What follows belongs to an exercise in optimizing a design on an open flow for small area, a short achievable clock period and few clock cycles; a production flow would make more cautious choices.
The RTL was checked by simulation tests, not by an equivalence proof against the original design.

v6:
Design CONV, start of the top module:
module CONV(
	input				clk,
	input				reset,
	output	reg			busy,
	input				ready,
	output	reg	[11:0]	iaddr,
	input		[19:0]	idata,
	output	reg  		cwr,
	output	reg [11:0]	caddr_wr,
	output	reg [19:0]	cdata_wr,
	output	reg 		crd,
	output	reg	[11:0]	caddr_rd,
	input		[19:0] 	cdata_rd,
	output		[2:0] 	csel
	);
Settings: LEC_CHECK=0, ABC_CLOCK_PERIOD_IN_PS=3000, CAP_MARGIN=20, CORE_MARGIN=2, CORE_UTILIZATION=40, SLEW_MARGIN=20; clock period 10.0 ns.
standard.sh (not shown) runs the stock make flow with config.mk's settings and CLKGATE_MAP_FILE= SYNTH_SCRIPT=/design/flow/synth_recipe.tcl, a recipe that flattens the netlist after the stock synthesis.
==> flow/flow/run.sh <==
#!/bin/bash
export SETUP_SLACK_MARGIN=6.5
bash standard.sh > standard.log 2>&1
v6 ran to completion and came out clean on the timing, DRC and antenna checks.
Testbench counts of v6, summed over its fixed seeds: cycles 146,784.
The inputs of v7 differ from those of v6 as listed below.
--- a/flow/design.v
+++ b/flow/design.v
@@ -9,72 +9,90 @@
 	output	reg  		cwr,
 	output	reg [11:0]	caddr_wr,
 	output	reg [19:0]	cdata_wr,
 	output	reg 		crd,
 	output	reg	[11:0]	caddr_rd,
 	input		[19:0] 	cdata_rd,
 	output		[2:0] 	csel
 	);
 reg  [12:0] L;         
 reg  [1:0]  ph;        
 reg         scan_done;
 reg         g;         
-wire        run = (busy | ready) & ~scan_done;
+wire        run = busy & ~scan_done;
 wire        cend = (ph == 2'd2);
 wire [12:0] Linc = L + 13'd1;
 wire [12:0] Ln  = (run & cend) ? Linc : L;
 wire [1:0]  phn = ~run ? ph : cend ? ((Linc[12:6] == 7'd0) ? 2'd1 : 2'd0) : ph + 2'd1;
 wire [6:0]  rown = Ln[12:6] + {5'd0, phn} - 7'd1;
 always @(posedge clk or posedge reset) begin
 	if (reset) begin
 		L <= 13'd0;
 		ph <= 2'd1;
 		scan_done <= 1'b0;
 	end else begin
 		L <= Ln;
 		ph <= phn;
 		if (run & cend & L[12]) scan_done <= 1'b1;
 	end
 end
 always @(posedge clk) begin
 	iaddr <= {rown[5:0], Ln[5:0]};
 	g <= rown[6];
 end
+reg [19:0] p0;
+reg [2:0]  phq;        
+reg        vq, cendq, firstq, x0q, x62q, x63q, col0q, row0q, cinitq;
+always @(posedge clk) begin
+	p0     <= g ? 20'd0 : idata;
+	phq    <= {ph == 2'd2, ph == 2'd1, ph == 2'd0};
+	cendq  <= cend;
+	firstq <= (ph == 2'd0) | ((L[12:6] == 7'd0) & (ph == 2'd1));
+	x0q    <= (L[5:0] == 6'd0);
+	x62q   <= (L[5:0] == 6'd62);
+	x63q   <= (L[5:0] == 6'd63);
+	col0q  <= (L == 13'd0);
+	row0q  <= (L[12:6] == 7'd0);
+	cinitq <= (L[5:0] == 6'd0) & ((ph == 2'd0) | ((L[12:6] == 7'd0) & (ph == 2'd1)));
+end
 reg [19:0] p;
 reg [21:0] p3;
-reg        v1, cend1, first1, x62_1, col0_1, row0_1, cinit1;
+reg        v1, cend1, first1, x62_1, x63_1, col0_1, row0_1, cinit1;
 reg [2:0] sL0;
 reg [2:0] sL1;
 reg [2:0] sC0;
 reg [2:0] sC1;
 reg [2:0] sR0;
 reg actR0;
 reg [2:0] sR1;
 reg actR1;
-wire [2:0]  phq = {ph == 2'd2, ph == 2'd1, ph == 2'd0};
-wire        x0q = (L[5:0] == 6'd0);
-wire [21:0] idata3 = {{2{idata[19]}}, idata} + {idata[19], idata, 1'b0};
 always @(posedge clk or posedge reset) begin
-	if (reset) v1 <= 1'b0;
-	else v1 <= run;
+	if (reset) begin
+		vq <= 1'b0;
+		v1 <= 1'b0;
+	end else begin
+		vq <= run;
+		v1 <= vq;
+	end
 end
 always @(posedge clk) begin
-	p      <= g ? 20'd0 : idata;
-	p3     <= g ? 22'd0 : idata3;
-	cend1  <= cend;
-	first1 <= (ph == 2'd0) | ((L[12:6] == 7'd0) & (ph == 2'd1));
-	x62_1  <= (L[5:0] == 6'd62);
-	col0_1 <= (L == 13'd0);
-	row0_1 <= (L[12:6] == 7'd0);
-	cinit1 <= (L[5:0] == 6'd0) & ((ph == 2'd0) | ((L[12:6] == 7'd0) & (ph == 2'd1)));
+	p      <= p0;
+	p3     <= {{2{p0[19]}}, p0} + {p0[19], p0, 1'b0};
+	cend1  <= cendq;
+	first1 <= firstq;
+	x62_1  <= x62q;
+	x63_1  <= x63q;
+	col0_1 <= col0q;
+	row0_1 <= row0q;
+	cinit1 <= cinitq;
 	sL0 <= phq;
 	sL1 <= phq;
 	sC0 <= phq;
 	sC1 <= phq;
 	sR0 <= x0q ? 3'b000 : phq;
 	actR0 <= ~x0q;
 	sR1 <= x0q ? 3'b000 : phq;
 	actR1 <= ~x0q;
 end
 reg [35:0] RAs, RAc, RBs, RBc, RCs, RCc;
 wire [35:0] INJ = row0_1 ? (x62_1 ? 36'h47c816091 : 36'hb58421121) : (x62_1 ? 36'h6b13968a3 : 36'h8fada1933);
 wire [35:0] aLs = first1 ? INJ : RCs;
### Flow results
v7 vs. v6: timing-limited maximum frequency shows an increase of 1.8%, number of multi-input combinational cells in the layout shows no meaningful change.
In v7 the non-clock buffer count turned out 4 higher than in v6.
Summary of v7 over v6: antenna cell count -1, worst setup slack +0.062 ns, clock period minus worst slack -0.062 ns, critical path depth -4, design area +480 um2.
Between v6 and v7, the flow reports area of the core increasing by a few percent.
Going from v6 to v7, the total wire length after detailed routing was found to have gone up by 1.6%.
Diff v6 and v7: sequential share of layout area higher in v7
v6 and v7 ended up with roughly the same via total after detailed routing.
Testbench counts of v7, summed over its fixed seeds: cycles 146,808.

* * *

Another version of the RTL of CONV (not shown whole).
Size: roughly 2800 cells after synthesis, about 430 flip-flops, about 110 I/O pins, about 29000 um2 of cells after synthesis.
Settings: LEC_CHECK=0, ABC_CLOCK_PERIOD_IN_PS=3000, CAP_MARGIN=20, CORE_MARGIN=2, CORE_UTILIZATION=60, SLEW_MARGIN=20; clock period 10.0 ns.
==> flow/flow/run.sh <==
#!/bin/bash
export SETUP_SLACK_MARGIN=6.7
export BUFFER_PORTS_ARGS="-buffer_cell sky130_fd_sc_hd__buf_2"
bash standard.sh > standard.log 2>&1
Testbench counts at the start, summed over its fixed seeds: cycles 146,808.
Then changed:
--- a/flow/design.v
+++ b/flow/design.v
@@ -33,63 +33,45 @@
 		L <= Ln;
 		ph <= phn;
 		if (run & cend & L[12]) scan_done <= 1'b1;
 	end
 end
 always @(posedge clk) begin
 	iaddr <= {rown[5:0], Ln[5:0]};
 	g <= rown[6];
 end
-reg [19:0] p0;
-reg [2:0]  phq;        
-reg        vq, cendq, firstq, x0q, x62q, x63q, col0q, row0q, cinitq;
-always @(posedge clk) begin
-	p0     <= g ? 20'd0 : idata;
-	phq    <= {ph == 2'd2, ph == 2'd1, ph == 2'd0};
-	cendq  <= cend;
-	firstq <= (ph == 2'd0) | ((L[12:6] == 7'd0) & (ph == 2'd1));
-	x0q    <= (L[5:0] == 6'd0);
-	x62q   <= (L[5:0] == 6'd62);
-	x63q   <= (L[5:0] == 6'd63);
-	col0q  <= (L == 13'd0);
-	row0q  <= (L[12:6] == 7'd0);
-	cinitq <= (L[5:0] == 6'd0) & ((ph == 2'd0) | ((L[12:6] == 7'd0) & (ph == 2'd1)));
-end
 reg [19:0] p;
 reg [21:0] p3;
-reg        v1, cend1, first1, x62_1, x63_1, col0_1, row0_1, cinit1;
+reg        v1, cend1, first1, x62_1, col0_1, row0_1, cinit1;
 reg [2:0] sL0;
 reg [2:0] sL1;
 reg [2:0] sC0;
 reg [2:0] sC1;
 reg [2:0] sR0;
 reg actR0;
 reg [2:0] sR1;
 reg actR1;
+wire [2:0]  phq = {ph == 2'd2, ph == 2'd1, ph == 2'd0};
+wire        x0q = (L[5:0] == 6'd0);
+wire [21:0] idata3 = {{2{idata[19]}}, idata} + {idata[19], idata, 1'b0};
 always @(posedge clk or posedge reset) begin
-	if (reset) begin
-		vq <= 1'b0;
-		v1 <= 1'b0;
-	end else begin
-		vq <= run;
-		v1 <= vq;
-	end
+	if (reset) v1 <= 1'b0;
+	else v1 <= run;
 end
 always @(posedge clk) begin
-	p      <= p0;
-	p3     <= {{2{p0[19]}}, p0} + {p0[19], p0, 1'b0};
-	cend1  <= cendq;
-	first1 <= firstq;
-	x62_1  <= x62q;
-	x63_1  <= x63q;
-	col0_1 <= col0q;
-	row0_1 <= row0q;
-	cinit1 <= cinitq;
+	p      <= g ? 20'd0 : idata;
+	p3     <= g ? 22'd0 : idata3;
+	cend1  <= cend;
+	first1 <= (ph == 2'd0) | ((L[12:6] == 7'd0) & (ph == 2'd1));
+	x62_1  <= (L[5:0] == 6'd62);
+	col0_1 <= (L == 13'd0);
+	row0_1 <= (L[12:6] == 7'd0);
+	cinit1 <= (L[5:0] == 6'd0) & ((ph == 2'd0) | ((L[12:6] == 7'd0) & (ph == 2'd1)));
 	sL0 <= phq;
 	sL1 <= phq;
 	sC0 <= phq;
 	sC1 <= phq;
 	sR0 <= x0q ? 3'b000 : phq;
 	actR0 <= ~x0q;
 	sR1 <= x0q ? 3'b000 : phq;
 	actR1 <= ~x0q;
 end
Via count is about the same.
Setup slack degrades by 0.24 ns.
Synthesized cell count drops slightly.
Routed wire length climbs slightly.
Cell area barely changes.
Testbench counts after the change, summed over its fixed seeds: cycles 146,796.

* * *

run B:
Starting RTL as in the previous note.
==> flow/config.mk <==
export PLATFORM = sky130hd
export DESIGN_NAME = CONV
export DESIGN_NICKNAME = CONV
export VERILOG_FILES = /design/flow/design.v
export SDC_FILE = /design/flow/constraint.sdc
export NUM_CORES = 4
export LEC_CHECK = 0
export ABC_CLOCK_PERIOD_IN_PS = 3000
export CAP_MARGIN = 20
export CORE_MARGIN = 2
export CORE_UTILIZATION = 60
export CTS_CLUSTER_DIAMETER = 100
export CTS_CLUSTER_SIZE = 20
export SLEW_MARGIN = 20
==> flow/constraint.sdc <==
create_clock -name core_clock -period 10.0 [get_ports {clk}]
set_input_delay 2.0000 -clock core_clock [delete_from_list [all_inputs] [get_ports {clk}]]
set_output_delay 2.0000 -clock core_clock [all_outputs]
set_load 0.01 [all_outputs]
Scripts as last shown in full above: flow/flow/run.sh
Testbench counts of run B, summed over its fixed seeds: cycles 146,808.
--- input diff run B..run A ---
--- a/flow/design.v
+++ b/flow/design.v
@@ -30,69 +30,51 @@
 		ph <= 2'd1;
 		scan_done <= 1'b0;
 	end else begin
 		L <= Ln;
 		ph <= phn;
 		if (run & cend & L[12]) scan_done <= 1'b1;
 	end
 end
 always @(posedge clk) begin
 	iaddr <= {rown[5:0], Ln[5:0]};
 	g <= rown[6];
 end
-reg [19:0] p0;
-reg [2:0]  phq;        
-reg        vq, cendq, firstq, x0q, x62q, x63q, col0q, row0q, cinitq;
-always @(posedge clk) begin
-	p0     <= g ? 20'd0 : idata;
-	phq    <= {ph == 2'd2, ph == 2'd1, ph == 2'd0};
-	cendq  <= cend;
-	firstq <= (ph == 2'd0) | ((L[12:6] == 7'd0) & (ph == 2'd1));
-	x0q    <= (L[5:0] == 6'd0);
-	x62q   <= (L[5:0] == 6'd62);
-	x63q   <= (L[5:0] == 6'd63);
-	col0q  <= (L == 13'd0);
-	row0q  <= (L[12:6] == 7'd0);
-	cinitq <= (L[5:0] == 6'd0) & ((ph == 2'd0) | ((L[12:6] == 7'd0) & (ph == 2'd1)));
-end
 reg [19:0] p;
 reg [21:0] p3;
-reg        v1, cend1, first1, x62_1, x63_1, col0_1, row0_1, cinit1;
+reg        v1, cend1, first1, x62_1, col0_1, row0_1, cinit1;
 reg [2:0] sL0;
 reg [2:0] sL1;
 reg [2:0] sC0;
 reg [2:0] sC1;
 reg [2:0] sR0;
 reg actR0;
 reg [2:0] sR1;
 reg actR1;
+wire [2:0]  phq = {ph == 2'd2, ph == 2'd1, ph == 2'd0};
+wire        x0q = (L[5:0] == 6'd0);
+wire [21:0] idata3 = {{2{idata[19]}}, idata} + {idata[19], idata, 1'b0};
 always @(posedge clk or posedge reset) begin
-	if (reset) begin
-		vq <= 1'b0;
-		v1 <= 1'b0;
-	end else begin
-		vq <= run;
-		v1 <= vq;
-	end
+	if (reset) v1 <= 1'b0;
+	else v1 <= run;
 end
 always @(posedge clk) begin
-	p      <= p0;
-	p3     <= {{2{p0[19]}}, p0} + {p0[19], p0, 1'b0};
-	cend1  <= cendq;
-	first1 <= firstq;
-	x62_1  <= x62q;
-	x63_1  <= x63q;
-	col0_1 <= col0q;
-	row0_1 <= row0q;
-	cinit1 <= cinitq;
+	p      <= g ? 20'd0 : idata;
+	p3     <= g ? 22'd0 : idata3;
+	cend1  <= cend;
+	first1 <= (ph == 2'd0) | ((L[12:6] == 7'd0) & (ph == 2'd1));
+	x62_1  <= (L[5:0] == 6'd62);
+	col0_1 <= (L == 13'd0);
+	row0_1 <= (L[12:6] == 7'd0);
+	cinit1 <= (L[5:0] == 6'd0) & ((ph == 2'd0) | ((L[12:6] == 7'd0) & (ph == 2'd1)));
 	sL0 <= phq;
 	sL1 <= phq;
 	sC0 <= phq;
 	sC1 <= phq;
 	sR0 <= x0q ? 3'b000 : phq;
 	actR0 <= ~x0q;
 	sR1 <= x0q ? 3'b000 : phq;
 	actR1 <= ~x0q;
 end
 reg [35:0] RAs, RAc, RBs, RBc, RCs, RCc;
 wire [35:0] INJ = row0_1 ? (x62_1 ? 36'h97791088a : 36'hd5351591a) : (x62_1 ? 36'h629d120d0 : 36'h3f3717160);
 wire [35:0] aLs = first1 ? INJ : RCs;
### Flow results
Run A completed; timing, DRC and antenna clean
Re post-cts gate resize count: run A is 38 up on run B.
Compared with run B, in run A number of clock-tree buffers in the layout was more or less identical; post-synthesis to final-layout area growth went up by 2.6 points.
Changes observed in run A relative to run B: synthesized area divided by synthesized cell count fell by about 0.9%, global-route wire length before repair rose by 3.3 mm, post-layout instance area rose by 110 µm².
The largest net degree at the start of global routing in run A was lower than what run B gave.
Comparing run A and run B, the lower routed wire length was measured on run B.
Compared with run B, run A shows a lower full die area.
Testbench counts of run A, summed over its fixed seeds: cycles 146,796.

## afterwards: timing with drivers on the ports
How much do the figures lean on ideal ports? The routed layouts below were timed once more, with nothing changed but the port constraints.
Step 1, drivers: a clkbuf_16 drives clk and a buf_2 each remaining input, both assumed.
Step 2 moves the port delays by t, midway between the first and last clock arrival at a register: inputs arrive t later, outputs are due t later. That takes back most of the time a late clock gives input paths.
a / b / c = no drivers / after step 1 / after step 2; a / b = the first two.
run	shift t [ns]	setup slack, ns	worst setup path at the end	latest minus earliest clock arrival (ns)	worst register clock-pin slew, ns
v6	0.645	6.401 / 6.432 / 5.787	input to register	0.018 / 0.018	0.07 / 0.07
v7	0.657	6.463 / 6.480 / 5.828	input to register	0.027 / 0.027	0.07 / 0.07
the first run of note 2	0.654	6.665 / 6.665 / 6.665	register to register	0.024 / 0.024	0.07 / 0.07
the second run of note 2	0.674	6.427 / 6.448 / 5.773	input to register	0.033 / 0.033	0.07 / 0.07
run B	0.653	6.633 / 6.633 / 6.633	register to register	0.036 / 0.037	0.10 / 0.10
run A	0.647	6.410 / 6.427 / 5.780	input to register	0.030 / 0.030	0.10 / 0.10
After both steps setup and hold are still met in every run listed. The setup slack of the second run of note 2, which loses most, moves by +0.021 ns with the drivers and by -0.654 ns with both steps.
